From an optimization exercise on the open Yosys and OpenROAD flow, aimed at small area, a short achievable clock period and few clock cycles; shortcuts taken in it are not production practice. The RTL was checked by simulation tests, not by an equivalence proof against the original design.

==> inputs of job 4125 <==
==> flow/design.v (excerpt) <==
module Architecture #(parameter NX = 6, parameter NH = 4, parameter BITS = 16) (
	input								clk,
	input								rst,
	input								TR,
	input								VL,
	input	[NX-1:0][BITS-1:0]			x,
	input	[BITS-1:0]					y,
	input	[BITS-1:0]					lr,
	output	[BITS-1:0]					yhat,
	output	[BITS-1:0]					Error,
	output								S_Train,
	output								S_Error,
	output	[NH-1:0][NX:0][BITS-1:0]	WH,
	output	[NH:0][BITS-1:0]			WO
);
localparam [NH*(NX+1)*BITS-1:0] WH_INIT = {
	112'h0072_fff0_0021_fff7_ff60_ffd8_ffb6,
	112'h000c_011c_ff4d_003a_0116_ffe9_ffc3,
	112'h00ae_0087_fed4_0011_ff5d_ffd9_002d,
	112'hffc9_ff96_001d_0037_00d5_ff7c_ff9a
};
localparam [(NH+1)*BITS-1:0] WO_INIT = 80'hffca_006f_0047_0008_0000;
function [23:0] benc;
	input [15:0] b;
	integer k;
	reg b0, b1, b2;
	begin
		for (k = 0; k < 8; k = k + 1) begin
			b0 = (k == 0) ? 1'b0 : b[2*k-1];
			b1 = b[2*k];
			b2 = b[2*k+1];
			benc[3*k]   = b1 ^ b0;
			benc[3*k+1] = (b2 & ~b1 & ~b0) | (~b2 & b1 & b0);
			benc[3*k+2] = b2 & ~(b1 & b0);
		end
	end
endfunction
reg [14:0] s;			 
reg        mode_tr;		 
reg        fwd, bwd, bwdA;	 
wire start = TR | VL;
always @(posedge clk) begin
	if (rst) begin
		s <= 15'd1;
		mode_tr <= 1'b0;
		fwd <= 1'b0;
		bwd <= 1'b0;
		bwdA <= 1'b0;
	end
	else begin
		s[0]  <= !start && (s[0] || s[14] || (s[5] && !mode_tr));
		s[1]  <= start;
		s[2]  <= !start && s[1];
		s[3]  <= !start && s[2];
		s[4]  <= !start && s[3];
		s[5]  <= !start && s[4];
		s[6]  <= !start && s[5] && mode_tr;
		s[7]  <= !start && s[6];
		s[8]  <= !start && s[7];
		s[9]  <= !start && s[8];
		s[10] <= !start && s[9];
		s[11] <= !start && s[10];
		s[12] <= !start && s[11];
		s[13] <= !start && s[12];
		s[14] <= !start && s[13];
		if (start)
			mode_tr <= TR;
		fwd  <= start || (!start && (s[1] || s[2]));
		bwd  <= !start && (s[6] || s[7] || s[8] || s[9] || s[10] || s[11] || s[12]);
		bwdA <= !start && (s[6] || s[7] || s[8] || s[9] || s[10] || s[11]);
	end
end
assign S_Train = s[14];
assign S_Error = s[5] && !mode_tr;
wire [BITS-1:0] x_ma_next =
	({BITS{s[0] | s[6]}} & x[0]) |
  ...
Settings: LEC_CHECK=0, CAP_MARGIN=20, CELL_PAD_IN_SITES_DETAIL_PLACEMENT=1, CELL_PAD_IN_SITES_GLOBAL_PLACEMENT=2, CORE_MARGIN=2, CORE_UTILIZATION=30, PLACE_DENSITY=0.5, SETUP_SLACK_MARGIN=5, SLEW_MARGIN=20; clock period 12.0 ns.
run.sh (not shown) runs the stock make flow with config.mk's settings and CLKGATE_MAP_FILE= SYNTH_SCRIPT=/design/flow/synth_recipe.tcl, a recipe that flattens the netlist after the stock synthesis.
==> inputs of job 6896, as changes to job 4125 <==
- SETUP_SLACK_MARGIN: 5 -> default
==> notes <==
Sequential share of layout area: job 4125 is lower than job 6896 (2.1 points). Die area is the same in job 4125 and job 6896. In synthesized cell count, job 4125 and job 6896 do not differ. Of job 6896 and job 4125, job 4125 has the higher register-to-register slack (gap 0.69 ns). Sequential cell count is the same in job 6896 and job 4125. Against job 6896, the first-iteration DRC count of job 4125 is larger by 4.5%. In job 4125 the clock skew is lower than in job 6896, by 0.019 ns.
==> figures <==
metric	job 6896	job 4125
Status	finished clean	finished clean
Maximum fanout encountered on the critical timing path	5	3
Dpl hpwl	414,800 um	410,000 um
Required time worst endpoint	12.56 ns	12.57 ns
Layout Utilization	35.28%	39.47%
Post-cts gate resize count	0	1,068
Clock network latency to the later pin of the worst-skew pair	0.91 ns	0.90 ns
Endpoint of the lowest-slack register-to-register path	d[14]	d[13]
Register fraction of the total cell area	20.05%	17.92%
Placement-stage worst setup slack	0.5000 ns	0.7138 ns
Layout buffer count excluding clock buffers	1,045	1,711
Clk_buf instances	230	213
Number of global-route vias before repair	90,425	93,790
Final worst clock skew	0.1190 ns	0.1003 ns
Number of multi-input combinational cells in the layout	7,615	7,617
Testbench counts of job 4125, summed over its fixed seeds: cycles 19,446.
Testbench counts of job 6896, summed over its fixed seeds: cycles 19,446.

========
==> trial 84 <==
Another version of the RTL of Architecture (not shown whole).
clock: 12.0 ns
lec_check: 0
cap_margin: 40
cell_pad_in_sites_detail_placement: 1
cell_pad_in_sites_global_placement: 2
core_margin: 2
core_utilization: 30
place_density: 0.5
slew_margin: 60
==> inputs of build 72, as changes to trial 84 <==
--- a/flow/design.v
+++ b/flow/design.v
@@ -692,41 +692,28 @@
 		rot  <= !start && (s[13] || s[15] || s[16] || s[17]);
 		pW   <= !start && (s[11] || s[12] || s[14]);
 	end
 end
 assign S_Train = s[19];
 assign S_Error = s[7] && !mode_tr;
-reg xs0, xs1, xs2;
-always @(posedge clk) begin
-	if (rst) begin
-		xs0 <= 1'b1;
-		xs1 <= 1'b0;
-		xs2 <= 1'b0;
-	end
-	else begin
-		xs0 <= (!start && (s[0] || s[19] || (s[7] && !mode_tr))) || (!start && s[9]);
-		xs1 <= start || (!start && s[10]);
-		xs2 <= !start && (s[1] || s[12]);
-	end
-end
 wire [BITS-1:0] x_ma_next =
-	({BITS{xs0}} & x[0]) |
-	({BITS{xs1}} & x[2]) |
-	({BITS{xs2}} & x[4]);
+	({BITS{s[0] | s[10]}} & x[0]) |
+	({BITS{s[1] | s[11]}} & x[2]) |
+	({BITS{s[2] | s[13]}} & x[4]);
 wire [BITS-1:0] x_mb_next =
-	({BITS{xs0}} & x[1]) |
-	({BITS{xs1}} & x[3]) |
-	({BITS{xs2}} & x[5]);
-wire x_sel = xs0 | xs1 | xs2;
+	({BITS{s[0] | s[10]}} & x[1]) |
+	({BITS{s[1] | s[11]}} & x[3]) |
+	({BITS{s[2] | s[13]}} & x[5]);
+wire x_sel = s[0] | s[1] | s[2] | s[10] | s[11] | s[13];
 wire [23:0] enc_xa = benc(x_ma_next);
 wire [23:0] enc_xb = benc(x_mb_next);
 wire [23:0] enc_lr = benc(lr);
 wire [23:0] enc_ga = x_sel ? enc_xa : enc_lr;
 wire [23:0] enc_gb = x_sel ? enc_xb : enc_lr;
 reg [BITS-1:0] WO0;
-reg [BITS-1:0] xor_z, d;		 
+reg [BITS-1:0] zo, d;
 reg            yneg, err;
 wire [NH-1:0][BITS-1:0] sa_all, ca_all;
 wire [NH-1:0]           cya_all;
 wire [NH-1:0][BITS-1:0] sb_all, cb_all;
 wire [NH-1:0]           cyb_all;
 	wire fs_s0 = WO0[0] ^ sa_all[0][0] ^ ca_all[0][0];
@@ -956,41 +943,43 @@
 	wire [15:0] zsum = fs_r0 + fs_r1;
 reg [BITS-1:0] yr;
 always @(posedge clk)
 	yr <= y;
 always @(posedge clk) begin
 	if (s[6]) begin
-		xor_z <= zsum ^ {16{zsum[BITS-1]}};
+		zo <= zsum;
 		yneg <= zsum[BITS-1];
 		err <= zsum[BITS-1] ? (yr != 16'h0000) : (yr != 16'h0100);
 	end
 end
 assign yhat  = yneg ? 16'h0000 : 16'h0100;
 assign Error = {15'd0, err};
-wire        zneg = yneg;
-wire [15:0] xo = xor_z;
+wire        zneg = zo[BITS-1];
+wire [15:0] xo = zo ^ {16{zneg}};
 wire        c7 = zneg & (&xo[6:0]);			 
 wire        hi_nz = |xo[15:11];
 reg  [5:0]  sm0, sm1, sm;
 reg  [8:0]  sc0, sc1, sc;
 function [14:0] segtab;
 	input [4:0] k;
 	begin
-		if (k == 5'd0) segtab = {6'h3f, 9'h080};
-		else if (k == 5'd1) segtab = {6'h38, 9'h084};
-		else if (k == 5'd2) segtab = {6'h2c, 9'h08f};
-		else if (k == 5'd3) segtab = {6'h20, 9'h0a1};
-		else if (k == 5'd4) segtab = {6'h16, 9'h0b5};
-		else if (k == 5'd5) segtab = {6'h0f, 9'h0c8};
-		else if (k == 5'd6) segtab = {6'h09, 9'h0d8};
-		else if (k == 5'd7) segtab = {6'h06, 9'h0e4};
-		else if (k == 5'd8) segtab = {6'h04, 9'h0ed};
-		else if (k == 5'd9) segtab = {6'h02, 9'h0f3};
-		else if (k == 5'd10) segtab = {6'h01, 9'h0f8};
-		else if (k == 5'd11) segtab = {6'h01, 9'h0fa};
-		else         segtab = {6'h00, 9'h100};
+		case (k)
+		5'd0:    segtab = {6'h3f, 9'h080};
+		5'd1:    segtab = {6'h38, 9'h084};
+		5'd2:    segtab = {6'h2c, 9'h08f};
+		5'd3:    segtab = {6'h20, 9'h0a1};
+		5'd4:    segtab = {6'h16, 9'h0b5};
+		5'd5:    segtab = {6'h0f, 9'h0c8};
+		5'd6:    segtab = {6'h09, 9'h0d8};
+		5'd7:    segtab = {6'h06, 9'h0e4};
+		5'd8:    segtab = {6'h04, 9'h0ed};
+		5'd9:    segtab = {6'h02, 9'h0f3};
+		5'd10:   segtab = {6'h01, 9'h0f8};
+		5'd11:   segtab = {6'h01, 9'h0fa};
+		default: segtab = {6'h00, 9'h100};
+		endcase
 	end
 endfunction
 always @(*) begin
 	{sm0, sc0} = segtab({1'b0, xo[10:7]});
 	{sm1, sc1} = segtab({1'b0, xo[10:7]} + 5'd1);
 	if (hi_nz) begin
@@ -1114,28 +1103,27 @@
 wire sg_s53 = sg_c26 ^ sg_s39 ^ sg_c38;
 wire sg_c53 = (sg_c26 & sg_s39) | (sg_c38 & (sg_c26 ^ sg_s39));
 wire sg_s54 = sc[7] ^ (xs[10] & sm[5]) ^ sg_c39;
 wire sg_c54 = (sc[7] & (xs[10] & sm[5])) | (sg_c39 & (sc[7] ^ (xs[10] & sm[5])));
 wire [16:0] sg_r0 = {sc[8], sg_s54, sg_s53, sg_s52, sg_s51, sg_s50, sg_s49, sg_s48, sg_s47, sg_s46, sg_s45, sg_s44, sg_s43, sg_s42, sg_s41, (xs[0] & sm[1]), smn[0]};
 wire [16:0] sg_r1 = {sg_c54, sg_c53, sg_c52, sg_c51, sg_c50, sg_c49, sg_c48, sg_c47, sg_c46, sg_c45, sg_c44, sg_c43, sg_c42, sg_c41, sg_c40, sg_s40, (xs[0] & sm[0])};
-wire [8:0] sg_lo = {1'b0, sg_r0[7:0]} + {1'b0, sg_r1[7:0]};
 reg [16:0] sgr0, sgr1;
-reg        sgc;			 
+wire [8:0] sg_lo = {1'b0, sgr0[7:0]} + {1'b0, sgr1[7:0]};
 wire [15:0] t0n = {16{zneg}} ^ {7'd0, sgr0[16:8]};
 wire [15:0] t1n = {16{zneg}} ^ {7'd0, sgr1[16:8]};
-wire        tcy = sgc ^ zneg;
+wire        tcy = sg_lo[8] ^ zneg;
 wire [15:0] yn = ~yr;
 wire [15:0] kd = zneg ? 16'h0102 : 16'h0001;
 wire sd_s0 = yn[0] ^ kd[0] ^ t0n[0];
 wire sd_c0 = (yn[0] & kd[0]) | (t0n[0] & (yn[0] ^ kd[0]));
-wire sd_s1 = t1n[0] ^ tcy;
-wire sd_c1 = t1n[0] & tcy;
+wire sd_s1 = t1n[0] ^ tcy ^ sd_s0;
+wire sd_c1 = (t1n[0] & tcy) | (sd_s0 & (t1n[0] ^ tcy));
 wire sd_s2 = yn[1] ^ kd[1] ^ t0n[1];
 wire sd_c2 = (yn[1] & kd[1]) | (t0n[1] & (yn[1] ^ kd[1]));
-wire sd_s3 = t1n[1] ^ sd_c1 ^ sd_c0;
-wire sd_c3 = (t1n[1] & sd_c1) | (sd_c0 & (t1n[1] ^ sd_c1));
+wire sd_s3 = t1n[1] ^ sd_c0 ^ sd_s2;
+wire sd_c3 = (t1n[1] & sd_c0) | (sd_s2 & (t1n[1] ^ sd_c0));
 wire sd_s4 = yn[2] ^ kd[2] ^ t0n[2];
 wire sd_c4 = (yn[2] & kd[2]) | (t0n[2] & (yn[2] ^ kd[2]));
 wire sd_s5 = t1n[2] ^ sd_c2 ^ sd_s4;
 wire sd_c5 = (t1n[2] & sd_c2) | (sd_s4 & (t1n[2] ^ sd_c2));
 wire sd_s6 = yn[3] ^ kd[3] ^ t0n[3];
 wire sd_c6 = (yn[3] & kd[3]) | (t0n[3] & (yn[3] ^ kd[3]));
@@ -1186,20 +1174,19 @@
 wire sd_s29 = t1n[14] ^ sd_c26 ^ sd_s28;
 wire sd_c29 = (t1n[14] & sd_c26) | (sd_s28 & (t1n[14] ^ sd_c26));
 wire sd_s30 = yn[15] ^ kd[15] ^ t0n[15];
 wire sd_c30 = (yn[15] & kd[15]) | (t0n[15] & (yn[15] ^ kd[15]));
 wire sd_s31 = t1n[15] ^ sd_c28 ^ sd_s30;
 wire sd_c31 = (t1n[15] & sd_c28) | (sd_s30 & (t1n[15] ^ sd_c28));
-wire [15:0] sd_r0 = {sd_c29, sd_c27, sd_c25, sd_c23, sd_c21, sd_c19, sd_c17, sd_c15, sd_c13, sd_c11, sd_c9, sd_c7, sd_c5, sd_c3, sd_s2, sd_s0};
-wire [15:0] sd_r1 = {sd_s31, sd_s29, sd_s27, sd_s25, sd_s23, sd_s21, sd_s19, sd_s17, sd_s15, sd_s13, sd_s11, sd_s9, sd_s7, sd_s5, sd_s3, sd_s1};
+wire [15:0] sd_r0 = {sd_c29, sd_c27, sd_c25, sd_c23, sd_c21, sd_c19, sd_c17, sd_c15, sd_c13, sd_c11, sd_c9, sd_c7, sd_c5, sd_c3, sd_c1, sd_s1};
+wire [15:0] sd_r1 = {sd_s31, sd_s29, sd_s27, sd_s25, sd_s23, sd_s21, sd_s19, sd_s17, sd_s15, sd_s13, sd_s11, sd_s9, sd_s7, sd_s5, sd_s3, 1'b0};
 wire [15:0] dnew = sd_r0 + sd_r1;
 always @(posedge clk) begin
 	if (s[7]) begin
 		sgr0 <= sg_r0;
 		sgr1 <= sg_r1;
-		sgc <= sg_lo[8];
 	end
 	if (s[8])
 		d <= dnew;
 end
 	wire ws_s0 = WO0[0] ^ sb_all[0][0] ^ cb_all[0][0];
 	wire ws_c0 = (WO0[0] & sb_all[0][0]) | (cb_all[0][0] & (WO0[0] ^ sb_all[0][0]));
CORE_UTILIZATION = 50   (was 30)
PLACE_DENSITY = 0.65   (was 0.5)
==> inputs of build 44, as changes to trial 84 <==
--- a/flow/design.v
+++ b/flow/design.v
@@ -692,41 +692,28 @@
 		rot  <= !start && (s[13] || s[15] || s[16] || s[17]);
 		pW   <= !start && (s[11] || s[12] || s[14]);
 	end
 end
 assign S_Train = s[19];
 assign S_Error = s[7] && !mode_tr;
-reg xs0, xs1, xs2;
-always @(posedge clk) begin
-	if (rst) begin
-		xs0 <= 1'b1;
-		xs1 <= 1'b0;
-		xs2 <= 1'b0;
-	end
-	else begin
-		xs0 <= (!start && (s[0] || s[19] || (s[7] && !mode_tr))) || (!start && s[9]);
-		xs1 <= start || (!start && s[10]);
-		xs2 <= !start && (s[1] || s[12]);
-	end
-end
 wire [BITS-1:0] x_ma_next =
-	({BITS{xs0}} & x[0]) |
-	({BITS{xs1}} & x[2]) |
-	({BITS{xs2}} & x[4]);
+	({BITS{s[0] | s[10]}} & x[0]) |
+	({BITS{s[1] | s[11]}} & x[2]) |
+	({BITS{s[2] | s[13]}} & x[4]);
 wire [BITS-1:0] x_mb_next =
-	({BITS{xs0}} & x[1]) |
-	({BITS{xs1}} & x[3]) |
-	({BITS{xs2}} & x[5]);
-wire x_sel = xs0 | xs1 | xs2;
+	({BITS{s[0] | s[10]}} & x[1]) |
+	({BITS{s[1] | s[11]}} & x[3]) |
+	({BITS{s[2] | s[13]}} & x[5]);
+wire x_sel = s[0] | s[1] | s[2] | s[10] | s[11] | s[13];
 wire [23:0] enc_xa = benc(x_ma_next);
 wire [23:0] enc_xb = benc(x_mb_next);
 wire [23:0] enc_lr = benc(lr);
 wire [23:0] enc_ga = x_sel ? enc_xa : enc_lr;
 wire [23:0] enc_gb = x_sel ? enc_xb : enc_lr;
 reg [BITS-1:0] WO0;
-reg [BITS-1:0] xor_z, d;		 
+reg [BITS-1:0] zo, d;
 reg            yneg, err;
 wire [NH-1:0][BITS-1:0] sa_all, ca_all;
 wire [NH-1:0]           cya_all;
 wire [NH-1:0][BITS-1:0] sb_all, cb_all;
 wire [NH-1:0]           cyb_all;
 	wire fs_s0 = WO0[0] ^ sa_all[0][0] ^ ca_all[0][0];
@@ -956,41 +943,43 @@
 	wire [15:0] zsum = fs_r0 + fs_r1;
 reg [BITS-1:0] yr;
 always @(posedge clk)
 	yr <= y;
 always @(posedge clk) begin
 	if (s[6]) begin
-		xor_z <= zsum ^ {16{zsum[BITS-1]}};
+		zo <= zsum;
 		yneg <= zsum[BITS-1];
 		err <= zsum[BITS-1] ? (yr != 16'h0000) : (yr != 16'h0100);
 	end
 end
 assign yhat  = yneg ? 16'h0000 : 16'h0100;
 assign Error = {15'd0, err};
-wire        zneg = yneg;
-wire [15:0] xo = xor_z;
+wire        zneg = zo[BITS-1];
+wire [15:0] xo = zo ^ {16{zneg}};
 wire        c7 = zneg & (&xo[6:0]);			 
 wire        hi_nz = |xo[15:11];
 reg  [5:0]  sm0, sm1, sm;
 reg  [8:0]  sc0, sc1, sc;
 function [14:0] segtab;
 	input [4:0] k;
 	begin
-		if (k == 5'd0) segtab = {6'h3f, 9'h080};
-		else if (k == 5'd1) segtab = {6'h38, 9'h084};
-		else if (k == 5'd2) segtab = {6'h2c, 9'h08f};
-		else if (k == 5'd3) segtab = {6'h20, 9'h0a1};
-		else if (k == 5'd4) segtab = {6'h16, 9'h0b5};
-		else if (k == 5'd5) segtab = {6'h0f, 9'h0c8};
-		else if (k == 5'd6) segtab = {6'h09, 9'h0d8};
-		else if (k == 5'd7) segtab = {6'h06, 9'h0e4};
-		else if (k == 5'd8) segtab = {6'h04, 9'h0ed};
-		else if (k == 5'd9) segtab = {6'h02, 9'h0f3};
-		else if (k == 5'd10) segtab = {6'h01, 9'h0f8};
-		else if (k == 5'd11) segtab = {6'h01, 9'h0fa};
-		else         segtab = {6'h00, 9'h100};
+		case (k)
+		5'd0:    segtab = {6'h3f, 9'h080};
+		5'd1:    segtab = {6'h38, 9'h084};
+		5'd2:    segtab = {6'h2c, 9'h08f};
+		5'd3:    segtab = {6'h20, 9'h0a1};
+		5'd4:    segtab = {6'h16, 9'h0b5};
+		5'd5:    segtab = {6'h0f, 9'h0c8};
+		5'd6:    segtab = {6'h09, 9'h0d8};
+		5'd7:    segtab = {6'h06, 9'h0e4};
+		5'd8:    segtab = {6'h04, 9'h0ed};
+		5'd9:    segtab = {6'h02, 9'h0f3};
+		5'd10:   segtab = {6'h01, 9'h0f8};
+		5'd11:   segtab = {6'h01, 9'h0fa};
+		default: segtab = {6'h00, 9'h100};
+		endcase
 	end
 endfunction
 always @(*) begin
 	{sm0, sc0} = segtab({1'b0, xo[10:7]});
 	{sm1, sc1} = segtab({1'b0, xo[10:7]} + 5'd1);
 	if (hi_nz) begin
@@ -1114,28 +1103,27 @@
 wire sg_s53 = sg_c26 ^ sg_s39 ^ sg_c38;
 wire sg_c53 = (sg_c26 & sg_s39) | (sg_c38 & (sg_c26 ^ sg_s39));
 wire sg_s54 = sc[7] ^ (xs[10] & sm[5]) ^ sg_c39;
 wire sg_c54 = (sc[7] & (xs[10] & sm[5])) | (sg_c39 & (sc[7] ^ (xs[10] & sm[5])));
 wire [16:0] sg_r0 = {sc[8], sg_s54, sg_s53, sg_s52, sg_s51, sg_s50, sg_s49, sg_s48, sg_s47, sg_s46, sg_s45, sg_s44, sg_s43, sg_s42, sg_s41, (xs[0] & sm[1]), smn[0]};
 wire [16:0] sg_r1 = {sg_c54, sg_c53, sg_c52, sg_c51, sg_c50, sg_c49, sg_c48, sg_c47, sg_c46, sg_c45, sg_c44, sg_c43, sg_c42, sg_c41, sg_c40, sg_s40, (xs[0] & sm[0])};
-wire [8:0] sg_lo = {1'b0, sg_r0[7:0]} + {1'b0, sg_r1[7:0]};
 reg [16:0] sgr0, sgr1;
-reg        sgc;			 
+wire [8:0] sg_lo = {1'b0, sgr0[7:0]} + {1'b0, sgr1[7:0]};
 wire [15:0] t0n = {16{zneg}} ^ {7'd0, sgr0[16:8]};
 wire [15:0] t1n = {16{zneg}} ^ {7'd0, sgr1[16:8]};
-wire        tcy = sgc ^ zneg;
+wire        tcy = sg_lo[8] ^ zneg;
 wire [15:0] yn = ~yr;
 wire [15:0] kd = zneg ? 16'h0102 : 16'h0001;
 wire sd_s0 = yn[0] ^ kd[0] ^ t0n[0];
 wire sd_c0 = (yn[0] & kd[0]) | (t0n[0] & (yn[0] ^ kd[0]));
-wire sd_s1 = t1n[0] ^ tcy;
-wire sd_c1 = t1n[0] & tcy;
+wire sd_s1 = t1n[0] ^ tcy ^ sd_s0;
+wire sd_c1 = (t1n[0] & tcy) | (sd_s0 & (t1n[0] ^ tcy));
 wire sd_s2 = yn[1] ^ kd[1] ^ t0n[1];
 wire sd_c2 = (yn[1] & kd[1]) | (t0n[1] & (yn[1] ^ kd[1]));
-wire sd_s3 = t1n[1] ^ sd_c1 ^ sd_c0;
-wire sd_c3 = (t1n[1] & sd_c1) | (sd_c0 & (t1n[1] ^ sd_c1));
+wire sd_s3 = t1n[1] ^ sd_c0 ^ sd_s2;
+wire sd_c3 = (t1n[1] & sd_c0) | (sd_s2 & (t1n[1] ^ sd_c0));
 wire sd_s4 = yn[2] ^ kd[2] ^ t0n[2];
 wire sd_c4 = (yn[2] & kd[2]) | (t0n[2] & (yn[2] ^ kd[2]));
 wire sd_s5 = t1n[2] ^ sd_c2 ^ sd_s4;
 wire sd_c5 = (t1n[2] & sd_c2) | (sd_s4 & (t1n[2] ^ sd_c2));
 wire sd_s6 = yn[3] ^ kd[3] ^ t0n[3];
 wire sd_c6 = (yn[3] & kd[3]) | (t0n[3] & (yn[3] ^ kd[3]));
@@ -1186,20 +1174,19 @@
 wire sd_s29 = t1n[14] ^ sd_c26 ^ sd_s28;
 wire sd_c29 = (t1n[14] & sd_c26) | (sd_s28 & (t1n[14] ^ sd_c26));
 wire sd_s30 = yn[15] ^ kd[15] ^ t0n[15];
 wire sd_c30 = (yn[15] & kd[15]) | (t0n[15] & (yn[15] ^ kd[15]));
 wire sd_s31 = t1n[15] ^ sd_c28 ^ sd_s30;
 wire sd_c31 = (t1n[15] & sd_c28) | (sd_s30 & (t1n[15] ^ sd_c28));
-wire [15:0] sd_r0 = {sd_c29, sd_c27, sd_c25, sd_c23, sd_c21, sd_c19, sd_c17, sd_c15, sd_c13, sd_c11, sd_c9, sd_c7, sd_c5, sd_c3, sd_s2, sd_s0};
-wire [15:0] sd_r1 = {sd_s31, sd_s29, sd_s27, sd_s25, sd_s23, sd_s21, sd_s19, sd_s17, sd_s15, sd_s13, sd_s11, sd_s9, sd_s7, sd_s5, sd_s3, sd_s1};
+wire [15:0] sd_r0 = {sd_c29, sd_c27, sd_c25, sd_c23, sd_c21, sd_c19, sd_c17, sd_c15, sd_c13, sd_c11, sd_c9, sd_c7, sd_c5, sd_c3, sd_c1, sd_s1};
+wire [15:0] sd_r1 = {sd_s31, sd_s29, sd_s27, sd_s25, sd_s23, sd_s21, sd_s19, sd_s17, sd_s15, sd_s13, sd_s11, sd_s9, sd_s7, sd_s5, sd_s3, 1'b0};
 wire [15:0] dnew = sd_r0 + sd_r1;
 always @(posedge clk) begin
 	if (s[7]) begin
 		sgr0 <= sg_r0;
 		sgr1 <= sg_r1;
-		sgc <= sg_lo[8];
 	end
 	if (s[8])
 		d <= dnew;
 end
 	wire ws_s0 = WO0[0] ^ sb_all[0][0] ^ cb_all[0][0];
 	wire ws_c0 = (WO0[0] & sb_all[0][0]) | (cb_all[0][0] & (WO0[0] ^ sb_all[0][0]));
==> results_dict.tcl <==
set metrics [dict create \
    grt_max_degree 81 \
    sh_seq_area 0.255 \
    clock_tree.buffer_depth 4 \
    cts.sinks 1528 \
    outcome "finished clean" \
    crit_cells 18 \
    post_synth_xor_area_fraction 0.0989 \
    layout.non_clock_buffers 1069 \
    critical_path_required_ps 12670 \
    most-common-layout-cells "nand2_1 (1409), inv_1 (1397), fa_1 (1110)" \
    first_global_vias 100000 \
    worstHoldStart "R[483]" \
    skew_ps 74.1 \
    floorplan.die.height_um 621 \
]
the above is filed under trial 84

==> results_dict.tcl <==
set metrics [dict create \
    outcome "finished clean" \
    post_synth_xor_area_fraction 0.0957 \
    first_global_vias 105000 \
    crit_cells 14 \
    layout.non_clock_buffers 962 \
    floorplan.die.height_um 483 \
    worstHoldStart "R[346]" \
    cts.sinks 1540 \
    skew_ps 39.0 \
]
the above is filed under build 72

==> results_dict.tcl <==
set metrics [dict create \
    outcome "finished clean" \
    first_global_vias 102000 \
    most-common-layout-cells "nand2_1 (1380), inv_1 (1247), fa_1 (1112)" \
    worstHoldStart "s[5]" \
    grt_max_degree 74 \
    tapCellCount 5038 \
    cts.sinks 1540 \
    timing.critical_path.cells "ha_1 -> a31o_2 -> a21oi_1 -> nor2b_1 -> o21ai_0 -> nand2b_1 -> a21oi_1 -> o21ai_0 -> xnor2_1 -> fa_1 -> inv_1 -> ha_1 -> inv_1 -> fa_1 -> nor2b_1 -> o21a_1 -> o21ai_1 -> a21oi_2 -> a31oi_2 -> mux2_2 -> a211o_1 -> a221o_1" \
    sh_seq_area 0.256 \
    fin_crit_ps 5500 \
    post_synth_xor_area_fraction 0.0957 \
    crit_cells 22 \
    skew_ps 72.3 \
]
the above is filed under build 44

Testbench counts of trial 84, summed over its fixed seeds: cycles 25,928.
Testbench counts of build 72, summed over its fixed seeds: cycles 25,928.
Testbench counts of build 44, summed over its fixed seeds: cycles 25,928.

[port drivers added, routing unchanged]
Ports are ideal in the flow. The routed layouts listed here were re-timed in OpenROAD. Step 1 assumes that a clkbuf_16 drives the clock port and a buf_2 every other input. Step 2 moves the port delays by t, midway between the first and last clock arrival at a register: inputs arrive t later, outputs are due t later. That takes back most of the time a late clock gives input paths. Slacks: ideal ports / drivers / drivers and shift; pairs: ideal ports / drivers.
| run | t, ns | setup WS [ns] | worst register clock-pin slew, ns |
|---|---|---|---|
| job 4125 | 0.974 | 1.524 / 1.524 / 1.524 | 0.07 / 0.07 |
| job 6896 | 0.975 | 0.835 / 0.835 / 0.835 | 0.07 / 0.07 |
| trial 84 | 1.056 | 6.120 / 6.120 / 6.120 | 0.07 / 0.07 |
| build 72 | 0.954 | 6.426 / 6.426 / 6.426 | 0.08 / 0.08 |
| build 44 | 1.050 | 6.496 / 6.496 / 6.496 | 0.07 / 0.07 |
After both steps every run listed still meets setup and hold.
